This design comes from an exercise in tuning for small area, a short achievable clock period and few clock cycles per item on the open sky130 flow, not from production work.
RTL that was checked went through simulation tests only; none was proved equivalent to the original.
No activity file was given, so power comes from the tool's default toggle rates.

==> module simple_ALU, before the edit <==
module simple_ALU(input i_clk,
                  input i_rst,
                  input logic  [15:0] i_memData,
                  output logic [15:0] o_memData,
                  output logic [15:0] o_memAddr,
                  output logic o_memWrEnable);
  localparam logic [1:0] S_FETCH = 2'd0,
                         S_DEC   = 2'd1,
                         S_RD1   = 2'd2,
                         S_RD2   = 2'd3;
  logic [1:0]  state;
  logic [5:0]  rd;         
  logic [5:0]  rs;         
  logic [5:0]  pcn;        
  logic        selRd, selRs, selPc;   
  logic [15:0] wdata;      
  logic        we;         
  logic        first;      
  logic        stale;      
  logic        twoRd;      
  logic        sameRd;     
  logic [15:0] breg;       
  logic        opAdd, opAnd, opOr, opXor, opSh;
  logic        cin;        
  logic        left;       
  logic        arith;      
  wire  [5:0]  addr = ({6{selRd}} & rd) | ({6{selRs}} & rs) | ({6{selPc}} & pcn);
  assign o_memAddr     = {10'd0, addr};
  assign o_memData     = wdata;
  assign o_memWrEnable = we;
  wire [15:0] x = i_memData;
  wire [15:0] y = breg;
  wire [16:0] sum = {x, 1'b1} + {y, cin};
  wire [15:0] xin;
  wire [15:0] u;
  genvar gi;
  generate
    for (gi = 0; gi < 16; gi++) begin : g_rev
      assign xin[gi] = left ? x[15-gi] : x[gi];
      assign u[gi]   = left ? sw[15-gi] : sw[gi];
    end
  endgenerate
  wire        fill = arith & x[15];
  wire [31:0] sww  = {{16{fill}}, xin} >> y[3:0];
  wire [15:0] sw   = sww[15:0];
  wire        big  = |y[15:4];
  wire [15:0] alu = ({16{opAdd}} & sum[16:1])
                  | ({16{opAnd}} & (x & y))
                  | ({16{opOr}}  & (x | y))
                  | ({16{opXor}} & (x ^ y))
                  | ({16{opSh & ~big}} & u)
                  | ({16{arith & big}} & {16{x[15]}});
  wire [15:0] ins   = i_memData;
  wire [2:0]  dFn   = ins[14:12];
  wire [5:0]  dRd   = ins[11:6];
  wire [5:0]  dRs   = ins[5:0];
  wire        dImm  = ins[15];
  wire        aK    = we & (dRd == rd);
  wire        bK    = dImm | (we & (dRs == rd));
  wire        dShift = (dFn == 3'd2) | (dFn == 3'd3) | (dFn == 3'd4);
  wire        dComm  = (dFn == 3'd0) | (dFn[2] & (dFn[1:0] != 2'd0));
  wire        dSub   = (dFn == 3'd1);
  wire        same  = ~aK & ~bK & (dRd == dRs) & ~dShift;
  wire        bOnly = aK & ~bK & dComm;
  wire        two   = ~bK & ~same & ~bOnly;      
  wire        none  = aK & bK;
  wire        inDec = (state == S_DEC);
  wire        bLoad = inDec ? ~stale : (state == S_RD2) & twoRd;
  wire [15:0] bSrc  = inDec ? (dImm ? {10'd0, dRs} : wdata) : i_memData;
  wire [15:0] bNew  = bSrc ^ {16{inDec ? dSub : cin}};
  always_ff @(posedge i_clk) begin
    if (i_rst) begin
      state <= S_FETCH;
      selRd <= 1'b0;
      selRs <= 1'b0;
      selPc <= 1'b1;
      pcn   <= 6'd0;
      we    <= 1'b0;
      first <= 1'b1;
      stale <= 1'b0;
    end else begin
      case (state)
        S_FETCH: begin
          we    <= ~first;
          first <= 1'b0;
          {selRd, selRs, selPc} <= 3'b100;
          pcn   <= pcn + 6'd1;
          stale <= ~first & (rd == pcn);
          state <= S_DEC;
        end
        S_DEC: begin
          we    <= 1'b0;
          if (stale) begin
            stale <= 1'b0;
          end else if (two) begin
            {selRd, selRs, selPc} <= 3'b010;
            state <= S_RD1;
          end else if (none) begin
            {selRd, selRs, selPc} <= 3'b001;
            state <= S_FETCH;
          end else begin
            {selRd, selRs, selPc} <= {~bOnly, bOnly, 1'b0};
            state <= S_RD2;
          end
        end
        S_RD1: begin
          {selRd, selRs, selPc} <= 3'b100;
          state <= S_RD2;
        end
        default: begin   
          {selRd, selRs, selPc} <= 3'b001;
          state <= S_FETCH;
        end
      endcase
    end
  end
  always_ff @(posedge i_clk) wdata <= alu;
  always_ff @(posedge i_clk) rs <= dRs;
  always_ff @(posedge i_clk) begin
    if (bLoad) breg <= bNew;
    case (state)
      S_DEC: begin
        if (!stale) begin
          rd     <= dRd;
          twoRd  <= two;
          sameRd <= same;
          cin    <= dSub;
          opAdd  <= (dFn[2:1] == 2'd0);
          opAnd  <= (dFn == 3'd5);
          opOr   <= (dFn == 3'd6);
          opXor  <= (dFn == 3'd7);
          opSh   <= dShift;
          left   <= (dFn == 3'd4);
          arith  <= (dFn == 3'd2);
        end
      end
      S_RD2: begin
        if (sameRd) begin
          opAdd <= 1'b0;
          opSh  <= opAdd & ~cin;
          left  <= opAdd & ~cin;
          opAnd <= cin | opAnd | opXor;
          opXor <= 1'b0;
          cin   <= 1'b0;
          breg  <= opAnd ? 16'hFFFF : {15'd0, opAdd & ~cin};
        end
      end
      default: ;
    endcase
  end
endmodule
clock: 9.0 ns
lec_check: 0
abc_area: 1
cap_margin: 20
core_margin: 2
core_utilization: 40
cts_buf_list: sky130_fd_sc_hd__clkbuf_8
slew_margin: 20
tns_end_percent: 0
standard.sh (not shown) runs the stock make flow with config.mk's settings and CLKGATE_MAP_FILE= SYNTH_SCRIPT=/design/flow/synth_recipe.tcl, a recipe that flattens the netlist after the stock synthesis.
==> flow/flow/run.sh <==
#!/bin/bash
# Standard layout, with plain buffers (not delay cells) on the ports, the
# timing repair aiming at 6.0 ns of setup slack, and clock tree synthesis
# without dummy loads.
# Full make output goes to standard.log here; ORFS keeps each step's log
# under orfs/logs/.
set -euo pipefail
bash standard.sh "BUFFER_PORTS_ARGS=-buffer_cell sky130_fd_sc_hd__buf_2" SETUP_SLACK_MARGIN=6.0 "CTS_ARGS=-sink_clustering_enable -repair_clock_nets -buf_list sky130_fd_sc_hd__clkbuf_8 -dont_use_dummy_load" finish > standard.log 2>&1
Testbench counts at the start, summed over its fixed seeds: cycles 487,097, instrs 160,000.
Then changed:
--- a/flow/design.v
+++ b/flow/design.v
@@ -62,11 +62,12 @@
   wire        dComm  = (dFn == 3'd0) | (dFn[2] & (dFn[1:0] != 2'd0));
   wire        dSub   = (dFn == 3'd1);
   wire        same  = ~aK & ~bK & (dRd == dRs) & ~dShift;
   wire        bOnly = aK & ~bK & dComm;
   wire        two   = ~bK & ~same & ~bOnly;      
-  wire        none  = aK & bK;
+  wire        zImm  = dImm & ((dFn == 3'd3) | (dFn == 3'd4)) & (dRs[5:4] != 2'd0);
+  wire        none  = (aK & bK) | zImm;
   wire        inDec = (state == S_DEC);
   wire        bLoad = inDec ? ~stale : (state == S_RD2) & twoRd;
   wire [15:0] bSrc  = inDec ? (dImm ? {10'd0, dRs} : wdata) : i_memData;
   wire [15:0] bNew  = bSrc ^ {16{inDec ? dSub : cin}};
   always_ff @(posedge i_clk) begin
=>
- global-route usage is higher by 0.75 points
- total power is lower by 10%
- die area is higher by 0.85%
- wire length is higher by 1.4%
- combinational power is lower by 15%
- first-iteration DRC count is lower by 5.4%
- register-to-register slack improves by 110 ps
- worst hold slack degrades by 47 ps
- clock-buffer cell count stays the same
- utilization is higher by 1.5 points
- cell area is higher by 4.0%
- synthesized area is higher by 0.87%
- flip-flop and latch count stays the same
No functional check of the RTL was part of the second run of this note.


The RTL this note starts from:
==> flow/design.v <==
`timescale 1ns / 1ns
module simple_ALU(input i_clk,
                  input i_rst,
                  input logic  [15:0] i_memData,
                  output logic [15:0] o_memData,
                  output logic [15:0] o_memAddr,
                  output logic o_memWrEnable);
  localparam logic [1:0] S_FETCH = 2'd0,
                         S_DEC   = 2'd1,
                         S_RD1   = 2'd2,
                         S_RD2   = 2'd3;
  logic [1:0]  state;
  logic [5:0]  rd;         
  logic [5:0]  rs;         
  logic [5:0]  pcn;        
  logic        selRd, selRs, selPc;   
  logic [15:0] wdata;      
  logic        we;         
  logic        kv;         
  logic        first;      
  logic        stale;      
  logic        twoRd;      
  logic        sameRd;     
  logic [15:0] breg;       
  logic        opAdd, opDbl, opAnd, opOr, opXor, opSh;
  logic        cin;        
  logic        left;       
  logic        arith;      
  wire  [5:0]  addr = ({6{selRd}} & rd) | ({6{selRs}} & rs) | ({6{selPc}} & pcn);
  assign o_memAddr     = {10'd0, addr};
  assign o_memData     = wdata;
  assign o_memWrEnable = we;
  wire [15:0] x = i_memData;
  wire [15:0] y = breg;
  wire [16:0] sum = {x, 1'b1} + {y ^ {16{cin}}, cin};
  wire [15:0] xin;
  wire [15:0] u;
  genvar gi;
  generate
    for (gi = 0; gi < 16; gi++) begin : g_rev
      assign xin[gi] = left ? x[15-gi] : x[gi];
      assign u[gi]   = left ? sw[15-gi] : sw[gi];
    end
  endgenerate
  wire        fill = arith & x[15];
  wire [31:0] sww  = {{16{fill}}, xin} >> y[3:0];
  wire [15:0] sw   = sww[15:0];
  wire        big  = |y[15:4];
  wire [15:0] alu = ({16{opAdd}} & sum[16:1])
                  | ({16{opDbl}} & {x[14:0], 1'b0})
                  | ({16{opAnd}} & (x & y))
                  | ({16{opOr}}  & (x | y))
                  | ({16{opXor}} & (x ^ y))
                  | ({16{opSh & ~big}} & u)
                  | ({16{arith & big}} & {16{x[15]}});
  wire [15:0] ins   = i_memData;
  wire [2:0]  dFn   = ins[14:12];
  wire [5:0]  dRd   = ins[11:6];
  wire [5:0]  dRs   = ins[5:0];
  wire        dImm  = ins[15];
  wire        aK    = kv & (dRd == rd);
  wire        bK    = dImm | (kv & (dRs == rd));
  wire        dShift = (dFn == 3'd2) | (dFn == 3'd3) | (dFn == 3'd4);
  wire        dComm  = (dFn == 3'd0) | (dFn[2] & (dFn[1:0] != 2'd0));
  wire        dSub   = (dFn == 3'd1);
  wire        same  = ~aK & ~bK & (dRd == dRs) & ~dShift;
  wire        bOnly = aK & ~bK & dComm;
  wire        two   = ~bK & ~same & ~bOnly;      
  wire        none  = aK & bK;
  wire        inDec = (state == S_DEC);
  wire        bLoad = inDec ? ~stale : (state == S_RD2) & twoRd;
  wire [15:0] bNew  = inDec ? (dImm ? {10'd0, dRs} : wdata) : i_memData;
  always_ff @(posedge i_clk) begin
    if (i_rst) begin
      state <= S_FETCH;
      selRd <= 1'b0;
      selRs <= 1'b0;
      selPc <= 1'b1;
      pcn   <= 6'd0;
      we    <= 1'b0;
      kv    <= 1'b0;
      first <= 1'b1;
      stale <= 1'b0;
    end else begin
      case (state)
        S_FETCH: begin
          we    <= ~first;
          kv    <= ~first;
          first <= 1'b0;
          {selRd, selRs, selPc} <= 3'b100;
          pcn   <= pcn + 6'd1;
          stale <= ~first & (rd == pcn);
          state <= S_DEC;
        end
        S_DEC: begin
          we    <= 1'b0;
          if (stale) begin
            stale <= 1'b0;
            kv    <= 1'b0;
          end else if (two) begin
            {selRd, selRs, selPc} <= 3'b010;
            state <= S_RD1;
          end else if (none) begin
            {selRd, selRs, selPc} <= 3'b001;
            state <= S_FETCH;
          end else begin
            {selRd, selRs, selPc} <= {~bOnly, bOnly, 1'b0};
            state <= S_RD2;
          end
        end
        S_RD1: begin
          {selRd, selRs, selPc} <= 3'b100;
          state <= S_RD2;
        end
        default: begin   
          {selRd, selRs, selPc} <= 3'b001;
          state <= S_FETCH;
        end
      endcase
    end
  end
  always_ff @(posedge i_clk) wdata <= alu;
  always_ff @(posedge i_clk) rs <= dRs;
  always_ff @(posedge i_clk) begin
    if (bLoad) breg <= bNew;
    case (state)
      S_DEC: begin
        if (!stale) begin
          rd     <= dRd;
          twoRd  <= two;
          sameRd <= same;
          cin    <= dSub;
          opAdd  <= (dFn[2:1] == 2'd0);
          opDbl  <= 1'b0;
          opAnd  <= (dFn == 3'd5);
          opOr   <= (dFn == 3'd6);
          opXor  <= (dFn == 3'd7);
          opSh   <= dShift;
          left   <= (dFn == 3'd4);
          arith  <= (dFn == 3'd2);
        end
      end
      S_RD2: begin
        if (sameRd) begin
          opAdd <= 1'b0;
          opDbl <= opAdd & ~cin;
          opAnd <= cin | opAnd | opXor;
          opXor <= 1'b0;
          cin   <= 1'b0;
          breg  <= opAnd ? 16'hFFFF : 16'd0;
        end
      end
      default: ;
    endcase
  end
endmodule
Settings: LEC_CHECK=0, ABC_AREA=1, CAP_MARGIN=20, CORE_MARGIN=2, CORE_UTILIZATION=40, CTS_BUF_LIST=sky130_fd_sc_hd__clkbuf_8, SLEW_MARGIN=20, TNS_END_PERCENT=0; clock period 9.0 ns.
==> flow/flow/run.sh <==
#!/bin/bash
# Standard layout, with plain buffers (not delay cells) on the ports and the
# timing repair aiming at 6.0 ns of setup slack.
# Full make output goes to standard.log here; ORFS keeps each step's log
# under orfs/logs/.
set -euo pipefail
bash standard.sh "BUFFER_PORTS_ARGS=-buffer_cell sky130_fd_sc_hd__buf_2" SETUP_SLACK_MARGIN=6.0 finish > standard.log 2>&1
Rerun with:
--- a/flow/design.v
+++ b/flow/design.v
@@ -29,13 +29,13 @@
   wire  [5:0]  addr = ({6{selRd}} & rd) | ({6{selRs}} & rs) | ({6{selPc}} & pcn);
   assign o_memAddr     = {10'd0, addr};
   assign o_memData     = wdata;
   assign o_memWrEnable = we;
   wire [15:0] x = i_memData;
   wire [15:0] y = breg;
-  wire [16:0] sum = {x, 1'b1} + {y ^ {16{cin}}, cin};
+  wire [16:0] sum = {x, 1'b1} + {y, cin};
   wire [15:0] xin;
   wire [15:0] u;
   genvar gi;
   generate
     for (gi = 0; gi < 16; gi++) begin : g_rev
       assign xin[gi] = left ? x[15-gi] : x[gi];
@@ -66,13 +66,14 @@
   wire        same  = ~aK & ~bK & (dRd == dRs) & ~dShift;
   wire        bOnly = aK & ~bK & dComm;
   wire        two   = ~bK & ~same & ~bOnly;      
   wire        none  = aK & bK;
   wire        inDec = (state == S_DEC);
   wire        bLoad = inDec ? ~stale : (state == S_RD2) & twoRd;
-  wire [15:0] bNew  = inDec ? (dImm ? {10'd0, dRs} : wdata) : i_memData;
+  wire [15:0] bSrc  = inDec ? (dImm ? {10'd0, dRs} : wdata) : i_memData;
+  wire [15:0] bNew  = bSrc ^ {16{inDec ? dSub : cin}};
   always_ff @(posedge i_clk) begin
     if (i_rst) begin
       state <= S_FETCH;
       selRd <= 1'b0;
       selRs <= 1'b0;
       selPc <= 1'b1;
Setup slack got worse by 0.074 ns; wire length is lower by 2.8%; cell count is lower by 3.6%; sequential cell count does not change; cell area is lower by 5.2%; synthesized cell count is lower by 1.5%; hold slack got worse by 0.013 ns.
No run of this note included a check of the RTL's function; only the layout flow was run.

## afterwards: timing with drivers on the ports
Ports are ideal in the flow. The routed layouts listed here were re-timed in OpenROAD.
Step 1 assumes that a clkbuf_16 drives the clock port and a buf_2 every other input.
Step 2 moves the port delays by t, midway between the first and last clock arrival at a register: inputs arrive t later, outputs are due t later. That takes back most of the time a late clock gives input paths.
a / b / c = ideal / step 1 / step 2; a / b = the first two.
| run | shift t [ns] | setup slack, ns | worst setup path at the end | worst register clock-pin slew, ns |
|---|---|---|---|---|
| the first run of note 1 | 0.387 | 5.947 / 5.958 / 5.571 | input to register | 0.09 / 0.09 |
| the second run of note 1 | 0.395 | 6.024 / 5.989 / 5.643 | input to register | 0.09 / 0.09 |
| the first run of note 2 | 0.413 | 6.016 / 5.989 / 5.612 | input to register | 0.08 / 0.08 |
| the second run of note 2 | 0.417 | 5.942 / 5.953 / 5.538 | input to register | 0.09 / 0.09 |
After both steps setup and hold are still met in every run listed.
